Context: an optimization exercise on an open-source flow, tuned for small area, a short achievable clock period and few clock cycles. The choices shown serve that exercise and are no tape-out recipe.
RTL that was checked went through simulation tests only; none was proved equivalent to the original.
The RTL of run 1 was laid out without a check of its function.
No activity file was given, so power comes from the tool's default toggle rates.

--- design/flow/run.sh ---
#!/bin/bash
# synth_recipe.tcl (not shown) runs the flow's synth.tcl, then flattens the netlist and writes it again
# the make line also repeats each setting of config.mk as NAME=value (left out here)
make -C /OpenROAD-flow-scripts/flow DESIGN_CONFIG=/design/flow/config.mk WORK_HOME=/design/flow/orfs CLKGATE_MAP_FILE= SYNTH_SCRIPT=/design/flow/synth_recipe.tcl finish
--- design/flow/config.mk ---
export PLATFORM = sky130hd
export DESIGN_NAME = happy_face
export DESIGN_NICKNAME = happy_face
export VERILOG_FILES = /design/flow/design.v
export SDC_FILE = /design/flow/constraint.sdc
export NUM_CORES = 4
export LEC_CHECK = 0
export CAP_MARGIN = 20
export CORE_MARGIN = 2
export CORE_UTILIZATION = 40
export SLEW_MARGIN = 20
--- design/flow/constraint.sdc ---
create_clock -name core_clock -period 20.0 [get_ports {__clock}]
set_input_delay 4.0000 -clock core_clock [delete_from_list [all_inputs] [get_ports {__clock}]]
set_output_delay 4.0000 -clock core_clock [all_outputs]
set_load 0.01 [all_outputs]
--- design/flow/design.v ---
module happy_face (
    input wire signed [31:0] s_x,
    input wire signed [31:0] s_y,
    input wire signed [31:0] height,
    input wire __clock,
    input wire __reset,
    input wire __start,
    input wire __ready,
    output reg __valid,
    output reg __done,
    output reg signed [31:0] __output_0,
    output reg signed [31:0] __output_1
);
    localparam [2:0] IDLE = 3'd0, INIT = 3'd1, CIRC = 3'd2, EPRE = 3'd3,
                     EYE = 3'd4, ESW = 3'd5, DONE = 3'd6, NEGM = 3'd7;
    reg [2:0] ph;
    reg [2:0] k;       
    reg eye;           
    reg neg;           
    reg decf;          
    reg [9:0] x;       
    reg [10:0] y;      
    reg [11:0] g;      
    reg [8:0] q;       
    wire adv = __ready | ~__valid;
    function automatic [12:0] add12(input [11:0] a, input [11:0] b, input ci);
        reg c;
        integer i;
        begin
            c = ci;
            for (i = 0; i < 12; i = i + 1) begin
                add12[i] = a[i] ^ b[i] ^ c;
                c = (a[i] & b[i]) | (c & (a[i] ^ b[i]));
            end
            add12[12] = c;
        end
    endfunction
    function automatic [31:0] add32(input [31:0] a, input [31:0] b, input ci);
        reg c;
        integer i;
        begin
            c = ci;
            for (i = 0; i < 32; i = i + 1) begin
                add32[i] = a[i] ^ b[i] ^ c;
                c = (a[i] & b[i]) | (c & (a[i] ^ b[i]));
            end
        end
    endfunction
    wire [31:0] hfull = {neg, q, x, ~g[11], y};
    reg [9:0] div3;
    reg [1:0] r3;
    reg [2:0] t3;
    integer b;
    always @* begin
        r3 = 2'd0;
        for (b = 9; b >= 0; b = b - 1) begin
            t3 = {r3, y[b]};
            div3[b] = (t3 >= 3'd3);
            r3 = div3[b] ? (t3 - 3'd3) : t3[1:0];
        end
    end
    wire [12:0] xinc_f = add12({2'b00, x}, 12'd0, 1'b1);
    wire [9:0] xinc = xinc_f[9:0];
    wire dec = ~g[11] & (|g[10:0]);
    wire signed [11:0] ys = {y[10], y};
    wire signed [11:0] xs = {2'b00, x};
    wire [12:0] cmp_f = add12(ys, ~xs, 1'b1);
    wire cont = ~cmp_f[11];
    wire [12:0] S_f = add12(xs, ys, 1'b0);
    wire [11:0] S = S_f[11:0];
    wire [12:0] Sd_f = add12(S, {12{dec}}, 1'b0);
    wire [11:0] Sd = Sd_f[11:0];
    wire lastrow = (xinc == {1'b0, q});
    wire lastcol = (y == 11'd1);
    wire qz = (q == 9'd0);
    wire [3:0] n = {eye, k};
    wire [11:0] gop = (k == 3'd0) ? {1'b0, xinc, 1'b1} : (k == 3'd1) ? 12'd4 : {~y, 1'b1};
    wire [12:0] gsum = add12(g, gop, k[2]);
    wire [12:0] ydec = add12({1'b0, y}, {12{dec | (ph == EYE)}}, 1'b0);
    wire [11:0] y2m = y[10] ? 12'd2 : {y, 1'b0};
    wire ysg = y[10];
    reg [11:0] p0, p1;
    reg hi0, hi1, inv0, inv1, c0, c1, en0, en1;
    always @* begin
        p0 = 12'd0; p1 = 12'd0;
        hi0 = 1'b0; hi1 = 1'b0;
        inv0 = 1'b0; inv1 = 1'b0;
        c0 = 1'b0; c1 = 1'b0;
        en0 = 1'b0; en1 = 1'b0;
        case (ph)
            INIT: begin
                p1 = hfull[11:0]; hi1 = 1'b1; en1 = 1'b1;
            end
            CIRC: begin
                en0 = 1'b1; en1 = 1'b1;
                case (k)
                    3'd0: begin p1 = y2m; inv1 = ~ysg; c1 = ~ysg; en0 = 1'b0; end
                    3'd1: begin p0 = {1'b0, x, 1'b0}; inv0 = 1'b1; c0 = 1'b1;
                                p1 = y2m; inv1 = ysg; c1 = ysg; end
                    3'd2: begin p1 = y2m; inv1 = ~ysg; c1 = ~ysg; en0 = 1'b0; end
                    3'd3: begin p0 = S; p1 = S; end
                    3'd4: begin p1 = {1'b0, x, 1'b0}; inv1 = 1'b1; c1 = 1'b1; en0 = 1'b0; end
                    3'd5: begin p0 = y2m; inv0 = ~ysg; c0 = ~ysg;
                                p1 = {1'b0, x, 1'b0}; end
                    3'd6: begin p1 = {1'b0, x, 1'b0}; inv1 = 1'b1; c1 = 1'b1; en0 = 1'b0; end
                    default: begin
                        if (cont) begin
                            p0 = S; c0 = 1'b1; p1 = Sd ^ {12{Sd[11]}}; inv1 = Sd[11];
                        end else begin
                            p0 = {1'b0, y}; p1 = {2'b00, x};
                            en0 = ~(neg | qz); en1 = ~(neg | qz);
                        end
                    end
                endcase
            end
            EPRE: begin
                p0 = 12'd10; p1 = 12'd5; en0 = 1'b1; en1 = 1'b1;
            end
            EYE: begin
                en0 = 1'b1; en1 = 1'b1;
                if (!lastrow) begin
                    c1 = 1'b1; en0 = 1'b0;
                end else if (!lastcol) begin
                    c0 = 1'b1; p1 = {2'b00, x}; inv1 = 1'b1; c1 = 1'b1;
                end else if (!eye) begin
                    p0 = {2'b00, x}; inv0 = 1'b1; c0 = 1'b1;
                    p1 = {2'b00, x}; inv1 = 1'b1; c1 = 1'b1;
                end else begin
                    en0 = 1'b0; en1 = 1'b0;
                end
            end
            ESW: begin
                p0 = 12'd20; inv0 = 1'b1; c0 = 1'b1; en0 = 1'b1;
            end
            NEGM: begin
                p0 = hfull[11:0]; p1 = hfull[11:0]; hi0 = 1'b1; hi1 = 1'b1;
                case (n)
                    4'd0, 4'd1, 4'd4, 4'd5: begin inv1 = 1'b1; c1 = 1'b1; en1 = 1'b1; end
                    4'd2, 4'd3: en1 = 1'b1;
                    4'd6: begin en0 = 1'b1; en1 = 1'b1; end
                    4'd8, 4'd9: begin inv0 = 1'b1; c0 = 1'b1; en0 = 1'b1; end
                    default: ;
                endcase
            end
            default: ;
        endcase
    end
    wire [19:0] hh = hfull[31:12] & {20{neg}};
    wire [31:0] d0 = {hi0 ? hh : 20'd0, p0} ^ {32{inv0}};
    wire [31:0] d1 = {hi1 ? hh : 20'd0, p1} ^ {32{inv1}};
    wire [31:0] sum0 = add32(__output_0, d0, c0);
    wire [31:0] sum1 = add32(__output_1, d1, c1);
    always @(posedge __clock) begin
        if (__start) begin
            __output_0 <= s_x;
            __output_1 <= s_y;
        end else if (!__reset && adv) begin
            if (en0) __output_0 <= sum0;
            if (en1) __output_1 <= sum1;
        end
    end
    always @(posedge __clock) begin
        if (__start) begin
            y <= height[10:0];
            g <= ~height[11:0];
            x <= height[21:12];
            q <= height[30:22];
            neg <= height[31];
            ph <= INIT;
            __valid <= 1'b0;
            __done <= 1'b0;
        end else if (__reset) begin
            ph <= IDLE;
            __valid <= 1'b0;
            __done <= 1'b0;
        end else if (adv) begin
            case (ph)
                INIT: begin
                    __valid <= 1'b1;
                    k <= 3'd0;
                    eye <= 1'b0;
                    decf <= 1'b0;
                    if (neg) begin
                        ph <= NEGM;
                    end else begin
                        ph <= CIRC;
                        q <= div3[8:0];
                    end
                end
                CIRC: begin
                    k <= k + 3'd1;
                    if (k == 3'd0 || (k == 3'd1 && decf)) g <= gsum[11:0];
                    if (k == 3'd7) begin
                        if (cont) begin
                            x <= xinc;
                            y <= ydec[10:0];
                            if (dec) g <= gsum[11:0];
                            decf <= dec;
                        end else if (neg | qz) begin
                            ph <= DONE;
                            __done <= 1'b1;
                        end else begin
                            ph <= EPRE;
                            __valid <= 1'b0;
                            x <= 10'd0;
                            y <= {2'b00, q};
                        end
                    end
                end
                EPRE: begin
                    ph <= EYE;
                    __valid <= 1'b1;
                end
                EYE: begin
                    if (!lastrow) begin
                        x <= xinc;
                    end else if (!lastcol) begin
                        x <= 10'd0;
                        y <= ydec[10:0];
                    end else if (!eye) begin
                        ph <= ESW;
                        __valid <= 1'b0;
                        x <= 10'd0;
                        y <= {2'b00, q};
                        eye <= 1'b1;
                    end else begin
                        ph <= DONE;
                        __done <= 1'b1;
                    end
                end
                ESW: begin
                    ph <= EYE;
                    __valid <= 1'b1;
                end
                NEGM: begin
                    {eye, k} <= n + 4'd1;
                    case (n)
                        4'd0, 4'd2, 4'd4, 4'd8: __valid <= 1'b0;
                        4'd11: begin __done <= 1'b1; ph <= DONE; end
                        default: __valid <= 1'b1;
                    endcase
                end
                DONE: begin
                    ph <= IDLE;
                    __valid <= 1'b0;
                    __done <= 1'b0;
                end
                default: __valid <= 1'b0;
            endcase
        end
    end
endmodule
==> impl_metrics.csv, run 1 <==
group,metric,value,unit
yosys,synth_compound_area_share,15.2,%
critical_path,worstPathMaxFanout,5,
critical_path,crit_top_cell,"fa_1",
placement,dpl.cell_count,1708,
yosys,synth_adder_area_share,21.3,%
critical_path,timing.critical_path.from_type,"flop",
die,floorplan.die.width,174,µm
global_route,total_grt_usage,26.6,%
clock_tree,clkSinkCount,117,
timing,minimum_hold_slack,0.501,ns
global_route,globalRoute.busiestLayer,"met2",
placement,dpl_wire_length,29.7,mm
status,status,"no timing/DRC/antenna violations",
timing,postLayoutSetupSlackWorst,0.629,ns
placement,finalWeightedCongestion,1.00,
timing,min_period_over_period,96.9,%
yosys,synthesis.instances,1204,
min_path,worst_hold_path_type,"flop to flop",
clock_tree,cts.htree.levels,4,
cells_and_area,nNetsFinal,1588,
drt,detail_route.drc_violations,0,
cells_and_area,post-route-util,50.4,%
global_route,grt_antenna_before_repair,0,
drt,wl,39.8,mm
yosys,synthXorXnorAreaFrac,7.66,%
timing,slew-limit-headroom,38.0,%
cells_and_area,layout_commonest_cell,"inv_1",
critical_path,path_buf_inv,5,
die,fp_rows,62,
yosys,synth_enable_flop_cells,112,
timing,fin_crit,19.37,ns
die,design.core.area,28500,µm²
drt,drtAntennaViolNets,0,
min_path,min_from,"__valid",
placement,numPortBuffers,165,
power,leakagePower,5.75,nW
timing,worst_clock_skew,0.0146,ns
drt,drt-initial-drc-count,932,
critical_path,critPathArrivalTime,19.52,ns
yosys,synth-simple-area-share,10.3,%
cells_and_area,final_cell_mix,"inv_1 (179), clkdlybuf4s50_1 (164), edfxtp_1 (112), fa_1 (96), nand2_1 (93)",
clock_tree,cts_tree,"built",
critical_path,crit_start,"y[0]",
die,chipHeight,174,µm
die,die-area,30200,µm²
yosys,yosysWarningCount,1,
timing,report.final.slew_viol_count,0,
critical_path,cpMaxStageDelayCell,"fa_1",
global_route,gr-usage-met3,5.18,%
timing,setup_viol,0,
cells_and_area,seq_area,3460,µm²
placement,pre_cts_slack,0.241,ns
timing,finalHoldViolations,0,
timing,fmaxAchievable,51.6,MHz
critical_path,launch_instance_of_the_worst_register_to_register_path,"y[0]",
drt,drt_pass1_iterations,6,
critical_path,cp_slowest_stage_delay,0.51,ns
global_route,grt_met1_use,36.2,%
yosys,synth_ff_type,"edfxtp_1",
critical_path,cp.required,20.15,ns
power,power.ir.vdd_worst,0.0497,mV
clock_tree,clock_path_buffers,2,
global_route,grt_start_max_net_pins,86,
global_route,overflow,0,
critical_path,critPathCaptureType,"flop",
yosys,synth-async-reset-ratio,0,%
drt,detailroute.via_count,9645,
clock_tree,root_buffer,"clkbuf_16",
global_route,grtUsageMet2,42.4,%
clock_tree,clk_latency,0.43,ns
yosys,synth_nets,1440,
cells_and_area,fraction_of_final_layout_cells_with_drive_strength_greater_than_1,7.77,%
yosys,seq_area_frac_synth,30.0,%
cells_and_area,num-fill-cells,2679,
yosys,synth_top_family_by_area,"adder cells",
drt,post_drt_via_cell_ratio,5.51,
cells_and_area,multi_input_comb_area,7150,µm²
power,post-layout-total-power,1.32,mW
critical_path,path_delay_family,"adder cells",
cells_and_area,diodes,0,
yosys,synth.distinct_cells,73,
die,io_pins,166,
clock_tree,holdBufCountCts,0,
global_route,wire_length_of_the_first_global_routing_pass,60.8,mm
cells_and_area,stdcell_count,1749,
die,initial_utilization,40.4,%
yosys,syn-cell-area,11500,µm²
clock_tree,number_of_buffers_added_by_the_clock_tree_synthesis_step,17,
power,power_density,91.9,nW/µm²
flow_run,drv_cap,0,
yosys,synth_seq_cells,117,
clock_tree,clk_pin_slew_worst_paths,0.06,ns
yosys,syn_avg_cell_area,9.59,µm²
yosys,synth.area.mux_share,6.71,%
drt,drt-wirelength-per-cell,22.8,µm
global_route,number_of_global_route_vias_before_repair,9893,
timing,tightestPinTransition,0.924,ns
cells_and_area,flow.area_growth_from_synthesis,24.5,%
critical_path,critical_path_class,"flop to flop",
-- flip-flops by register name (all words and copies together) (netlist names), 3 cells and up --
name / count
__output_0: 32
__output_1: 32
k: 3
ph: 3
x: 10
g: 12
y: 11
q: 9
-- stage by stage --
stage | area (µm²) | setup TNS, ns
global route | 14400 | -0.0320
CTS | 14300 | 0
finish | 14400 | 0
global placement | 13600 | 0
detailed placement | 13600 | 0
floorplan | 11500 | 0
-- routing by layer --
layer	wire length, µm	vias to the layer above
li1	-	4409
met1	17100	4717
met2	18500	451
met3	3030	68
met4	1190	0
met5	0	-
-- tightest hold or removal path: cells and delay by family, from the launching register on --
| family | cells | cell delay [ns] |
|---|---|---|
| flops | 1 | 0.33 |
| simple gates | 1 | 0.06 |
| compound gates | 1 | 0.07 |
-- synth_stat cells, types with 6 or more instances --
cell type	n	share of area, %
inv_1	179	5.8
edfxtp_1	112	29
fa_1	100	17
nand2_1	93	3.0
nor2_1	82	2.7
xnor2_1	80	6.1
mux2i_1	71	6.2
a21oi_1	58	2.5
clkbuf_1	58	1.9
o21ai_0	57	2.5
ha_1	36	3.9
a221oi_1	27	2.0
nor3_1	21	0.91
xor2_1	21	1.6
nand3_1	18	0.78
o21a_1	14	0.91
buf_2	10	0.43
a222oi_1	9	0.78
a22o_1	9	0.68
a31oi_1	9	0.49
nor2b_1	8	0.43
o31ai_1	8	0.52
nor4_1	7	0.38
o311ai_0	7	0.53
and3_1	6	0.33
buf_1	6	0.20
nand2b_1	6	0.33
-- final cells by class --
| class | instances | area share [%] |
|---|---|---|
| multi-input combinational | 828 | 49.8 |
| sequential | 117 | 24.1 |
| timing repair buffer | 207 | 13.8 |
| inverter | 181 | 4.73 |
| tap | 384 | 3.34 |
| clock buffer | 19 | 3.01 |
| clock inverter | 13 | 1.25 |
-- final timing paths --
| check | to | slack (ns) | cells after the start |
|---|---|---|---|
| setup / recovery | __output_1[31] | 0.63 | 59 |
| setup reg to reg | __output_1[31] | 0.63 | 59 |
| hold reg to reg | __valid | 0.50 | 2 |
| hold / removal | __valid | 0.50 | 2 |
-- power breakdown --
part | internal (mW) | switching (mW) | total [mW]
registers | 0.332 | 0.0513 | 0.384
clock network | 0.209 | 0.128 | 0.337
logic | 0.277 | 0.323 | 0.600
-- kinds of logic (layout without fill, tap and decap cells) --
kind of cell / after synthesis / in the layout
fa+ha+maj: 137 / 137
simple gates: 266 / 266
mux: 76 / 76
buf+inv: 259 / 420
flops: 117 / 117
xor+xnor: 101 / 101
compound gates: 248 / 248
-- repair_timing --
item | CTS | global route
buffers inserted | 0 | 9
gates resized for setup | 0 | 10
setup endpoints to repair | 0 | 2
==> inputs of run 2 (changes only) <==
--- a/design/flow/design.v
+++ b/design/flow/design.v
@@ -24,27 +24,4 @@
     reg [8:0] q;       
     wire adv = __ready | ~__valid;
-    function automatic [12:0] add12(input [11:0] a, input [11:0] b, input ci);
-        reg c;
-        integer i;
-        begin
-            c = ci;
-            for (i = 0; i < 12; i = i + 1) begin
-                add12[i] = a[i] ^ b[i] ^ c;
-                c = (a[i] & b[i]) | (c & (a[i] ^ b[i]));
-            end
-            add12[12] = c;
-        end
-    endfunction
-    function automatic [31:0] add32(input [31:0] a, input [31:0] b, input ci);
-        reg c;
-        integer i;
-        begin
-            c = ci;
-            for (i = 0; i < 32; i = i + 1) begin
-                add32[i] = a[i] ^ b[i] ^ c;
-                c = (a[i] & b[i]) | (c & (a[i] ^ b[i]));
-            end
-        end
-    endfunction
     wire [31:0] hfull = {neg, q, x, ~g[11], y};
     reg [9:0] div3;
@@ -60,22 +37,15 @@
         end
     end
-    wire [12:0] xinc_f = add12({2'b00, x}, 12'd0, 1'b1);
-    wire [9:0] xinc = xinc_f[9:0];
+    wire [9:0] xinc = x + 10'd1;
     wire dec = ~g[11] & (|g[10:0]);
     wire signed [11:0] ys = {y[10], y};
     wire signed [11:0] xs = {2'b00, x};
-    wire [12:0] cmp_f = add12(ys, ~xs, 1'b1);
-    wire cont = ~cmp_f[11];
-    wire [12:0] S_f = add12(xs, ys, 1'b0);
-    wire [11:0] S = S_f[11:0];
-    wire [12:0] Sd_f = add12(S, {12{dec}}, 1'b0);
-    wire [11:0] Sd = Sd_f[11:0];
+    wire cont = ys >= xs;
+    wire [11:0] S = xs + ys;
+    wire [11:0] Sd = S - {11'd0, dec};
     wire lastrow = (xinc == {1'b0, q});
     wire lastcol = (y == 11'd1);
     wire qz = (q == 9'd0);
     wire [3:0] n = {eye, k};
-    wire [11:0] gop = (k == 3'd0) ? {1'b0, xinc, 1'b1} : (k == 3'd1) ? 12'd4 : {~y, 1'b1};
-    wire [12:0] gsum = add12(g, gop, k[2]);
-    wire [12:0] ydec = add12({1'b0, y}, {12{dec | (ph == EYE)}}, 1'b0);
     wire [11:0] y2m = y[10] ? 12'd2 : {y, 1'b0};
     wire ysg = y[10];
@@ -149,6 +119,6 @@
     wire [31:0] d0 = {hi0 ? hh : 20'd0, p0} ^ {32{inv0}};
     wire [31:0] d1 = {hi1 ? hh : 20'd0, p1} ^ {32{inv1}};
-    wire [31:0] sum0 = add32(__output_0, d0, c0);
-    wire [31:0] sum1 = add32(__output_1, d1, c1);
+    wire [31:0] sum0 = __output_0 + d0 + {31'd0, c0};
+    wire [31:0] sum1 = __output_1 + d1 + {31'd0, c1};
     always @(posedge __clock) begin
         if (__start) begin
@@ -190,10 +160,11 @@
                 CIRC: begin
                     k <= k + 3'd1;
-                    if (k == 3'd0 || (k == 3'd1 && decf)) g <= gsum[11:0];
+                    if (k == 3'd0) g <= g + {1'b0, xinc, 1'b1};
+                    if (k == 3'd1 && decf) g <= g + 12'd4;
                     if (k == 3'd7) begin
                         if (cont) begin
                             x <= xinc;
-                            y <= ydec[10:0];
-                            if (dec) g <= gsum[11:0];
+                            y <= y - {10'd0, dec};
+                            if (dec) g <= g + {~y, 1'b1} + 12'd1;
                             decf <= dec;
                         end else if (neg | qz) begin
@@ -217,5 +188,5 @@
                     end else if (!lastcol) begin
                         x <= 10'd0;
-                        y <= ydec[10:0];
+                        y <= y - 11'd1;
                     end else if (!eye) begin
                         ph <= ESW;
==> run 2 against run 1 <==
Net effect: global-route usage rose by 0.64 points; count of clock-buffer cells in the layout rose by 1; core utilization fell by 2.1 points; clock skew grew 0.0032 ns; via count rose by 44%; die area rose by 21%; cell count increased by 34%; power is 0.31% higher; hold slack gained 0.056 ns; register-to-register slack gained 12 ns; critical endpoint is now __output_1[28]; highest routed layer unchanged.
==> impl_metrics.csv, run 2 <==
group,metric,value,unit
drt,detailroute.via_count,13800,
die,die-area,36700,µm²
critical_path,critPathCaptureType,"flop",
clock_tree,post_cts.resized_instances,0,
drt,drt_pass1_iterations,9,
cells_and_area,largest_registers,"__output_0: 32 flops, __output_1: 32 flops, g: 12 flops",
global_route,wire_length_of_the_first_global_routing_pass,76.4,mm
drt,wl,49.5,mm
timing,tightestPinTransition,0.988,ns
power,power_density,79.5,nW/µm²
yosys,synth.distinct_cells,86,
die,initial_utilization,40.7,%
timing,min_period_over_period,39.1,%
power,internal_pwr_total,0.800,mW
critical_path,critical_path_class,"flop to flop",
critical_path,critPathArrivalTime,7.99,ns
yosys,synth_enable_flop_cells,112,
critical_path,crit_start,"x[2]",
yosys,synth.largest_area_cell,"edfxtp_1",
clock_tree,holdBufCountCts,0,
critical_path,cp.required,20.18,ns
timing,finalHoldViolations,0,
global_route,overflow,0,
die,io_pins,166,
drt,drt-wirelength-per-cell,21.1,µm
yosys,synth-async-reset-ratio,0,%
timing,report.final.slew_viol_count,0,
placement,dpl_wire_length,37.1,mm
power,post-layout-total-power,1.32,mW
power,leakagePower,6.58,nW
critical_path,timing.critical_path.from_type,"flop",
clock_tree,cts_tree,"built",
die,floorplan.die.width,191,µm
power,swShare,39.6,%
yosys,yosysWarningCount,1,
clock_tree,number_of_buffers_added_by_the_clock_tree_synthesis_step,17,
clock_tree,clk_pin_slew_worst_paths,0.06,ns
placement,finalWeightedCongestion,1.01,
yosys,synth_ff_type,"edfxtp_1",
yosys,syn_avg_cell_area,7.93,µm²
timing,fin_crit,7.81,ns
timing,setup_viol,0,
power,pwr-share-clk,24.6,%
die,design.core.area,34500,µm²
cells_and_area,flow.area_growth_from_synthesis,18.5,%
yosys,synth_largest_type_area_fraction,23.9,%
yosys,synthTopCellsByCount,"nand2_1 (214), o21ai_0 (153), a21oi_1 (146)",
drt,drt-initial-drc-count,1295,
drt,detail_route.drc_violations,0,
critical_path,worstPathMaxFanout,13,
yosys,syn-cell-area,14100,µm²
power,power.ir.vdd_worst,0.0648,mV
timing,setup_tns,0,ns
die,chipHeight,191,µm
critical_path,launch_instance_of_the_worst_register_to_register_path,"x[2]",
clock_tree,clock_path_buffers,2,
power,p_seq_share,28.1,%
timing,slew-limit-headroom,33.9,%
clock_tree,cts.htree.levels,4,
min_path,worst_hold_path_type,"flop to flop",
global_route,grt_start_max_net_pins,121,
clock_tree,clkSinkCount,117,
timing,grt_setup_unrepaired,"false",
cells_and_area,diodes,0,
cells_and_area,final_cell_mix,"nand2_1 (214), clkdlybuf4s50_1 (164), o21ai_0 (153), a21oi_1 (146), ha_1 (122)",
global_route,number_of_global_route_vias_before_repair,13400,
clock_tree,post-cts-setup-buffer-count,0,
yosys,seq_area_frac_synth,24.6,%
critical_path,slack_of_the_worst_reg_to_reg_path,12.19,ns
clock_tree,root_buffer,"clkbuf_16",
yosys,synth_seq_cells,117,
global_route,grt_antenna_before_repair,0,
global_route,total_grt_usage,27.2,%
status,status,"no timing/DRC/antenna violations",
drt,post_drt_via_cell_ratio,5.90,
timing,worst_clock_skew,0.0178,ns
clock_tree,clk_latency,0.46,ns
cells_and_area,nNetsFinal,2108,
power,p_switching,0.525,mW
placement,numPortBuffers,165,
power,power_frac_comb,47.3,%
timing,fmaxAchievable,128,MHz
yosys,synth_most_common_cell,"nand2_1",
drt,drtAntennaViolNets,0,
yosys,netlist_top_cells_area,"edfxtp_1 (24%), ha_1 (11%), xnor2_1 (7.4%), nand2_1 (5.7%), o21ai_0 (5.4%)",
flow_run,drv_cap,0,
die,fp_rows,68,
cells_and_area,layout_commonest_cell,"nand2_1",
cells_and_area,num-fill-cells,3387,
min_path,min_from,"__done",
yosys,synthesis.instances,1772,
yosys,synth_nets,2001,
cells_and_area,fraction_of_final_layout_cells_with_drive_strength_greater_than_1,4.44,%
==> run 2: power by group through the flow <==
stage | clock [mW] | combinational (mW) | sequential, mW
after detailed placement | 0 | 0.615 | 0.375
after global placement | 0 | 0.612 | 0.374
after global routing | 0.340 | 0.694 | 0.376
final | 0.326 | 0.626 | 0.372
after CTS | 0.331 | 0.620 | 0.371
after floorplan | 0 | 0.434 | 0.356
==> run 2: through the flow <==
| stage | hold slack [ns] | util [%] | std cells | setup slack (ns) | area [µm²] |
|---|---|---|---|---|---|
| after floorplan | 0.525 | - | 1772 | 13.86 | 14100 |
| after global placement | 0.538 | 46.5 | 2314 | 12.60 | 16100 |
| after detailed placement | 0.543 | 46.5 | 2314 | 12.40 | 16100 |
| after CTS | 0.560 | 48.2 | 2346 | 12.34 | 16600 |
| after global routing | 0.583 | 48.3 | 2347 | 11.59 | 16700 |
| final | 0.557 | 48.3 | 2347 | 12.19 | 16700 |
==> run 2: critical path: stages, from the launching register on <==
cell and delay [ns]:
edfxtp_1 0.79, inv_1 0.14, ha_1 0.40, nand2b_1 0.20
a211o_1 0.36, a21oi_1 0.19, o21ai_1 0.19, xnor2_2 0.33
nand4_1 0.30, o31ai_2 0.83, mux2_2 0.41, o31ai_1 0.28
o221ai_1 0.22, xor2_1 0.20, ha_1 0.35, a21o_1 0.18
a21oi_1 0.18, a21boi_0 0.35, and4b_1 0.25, o21ai_1 0.15
a41o_1 0.31, o31ai_1 0.35, nand2b_1 0.10, a21oi_1 0.20
xor2_1 0.18, o21ai_1 0.07
==> run 2: final timing paths <==
check                                       to  cells after the start
worst min-delay path                    __done                      2
worst max register to register  __output_1[28]                     25
worst max-delay path            __output_1[28]                     25
worst min register to register          __done                      2
==> run 2: per-layer routing <==
layer	GRT usage (%)	wire length, µm
met3	5.09	3490
met5	0	0
met2	43.6	22200
met1	36.1	22000
met4	11.0	1720
==> run 2: layout make-up <==
type / count / area, µm² / area share, %
clock inverter: 12 / 160 / 0.961
multi-input combinational: 1468 / 9880 / 59.3
clock buffer: 20 / 437 / 2.62
tap: 455 / 569 / 3.42
timing repair buffer: 187 / 1830 / 11.0
inverter: 88 / 330 / 1.98
sequential: 117 / 3460 / 20.8
==> run 2: kinds of logic after synthesis <==
family | synth area share [%]
compound gates | 27.2
flops | 24.6
fa+ha+maj | 11.9
buf+inv | 5.26
xor+xnor | 11.4
mux | 1.40
simple gates | 18.3
Testbench counts of run 2, summed over its fixed seeds: cycles 31,968.

## what the ideal ports hide
The flow's constraints put no driver on any port. The routed layouts listed below were extracted and timed again, unchanged, in two steps.
Step 1 assumes that a clkbuf_16 drives the clock port and a buf_2 every other input.
Step 2 also shifts input and output timing later by t, the mid clock arrival at the registers, as if the neighbouring blocks saw the same clock.
a / b / c = ideal ports / drivers / drivers and shift; a / b = the first two.
run	t, ns	slack for setup (ns)	slew at the worst register clock pin (ns)
run 1	0.470	0.629 / 0.629 / 0.629	0.07 / 0.07
run 2	0.499	12.186 / 12.186 / 12.186	0.06 / 0.06
After both steps every run listed still meets setup and hold.
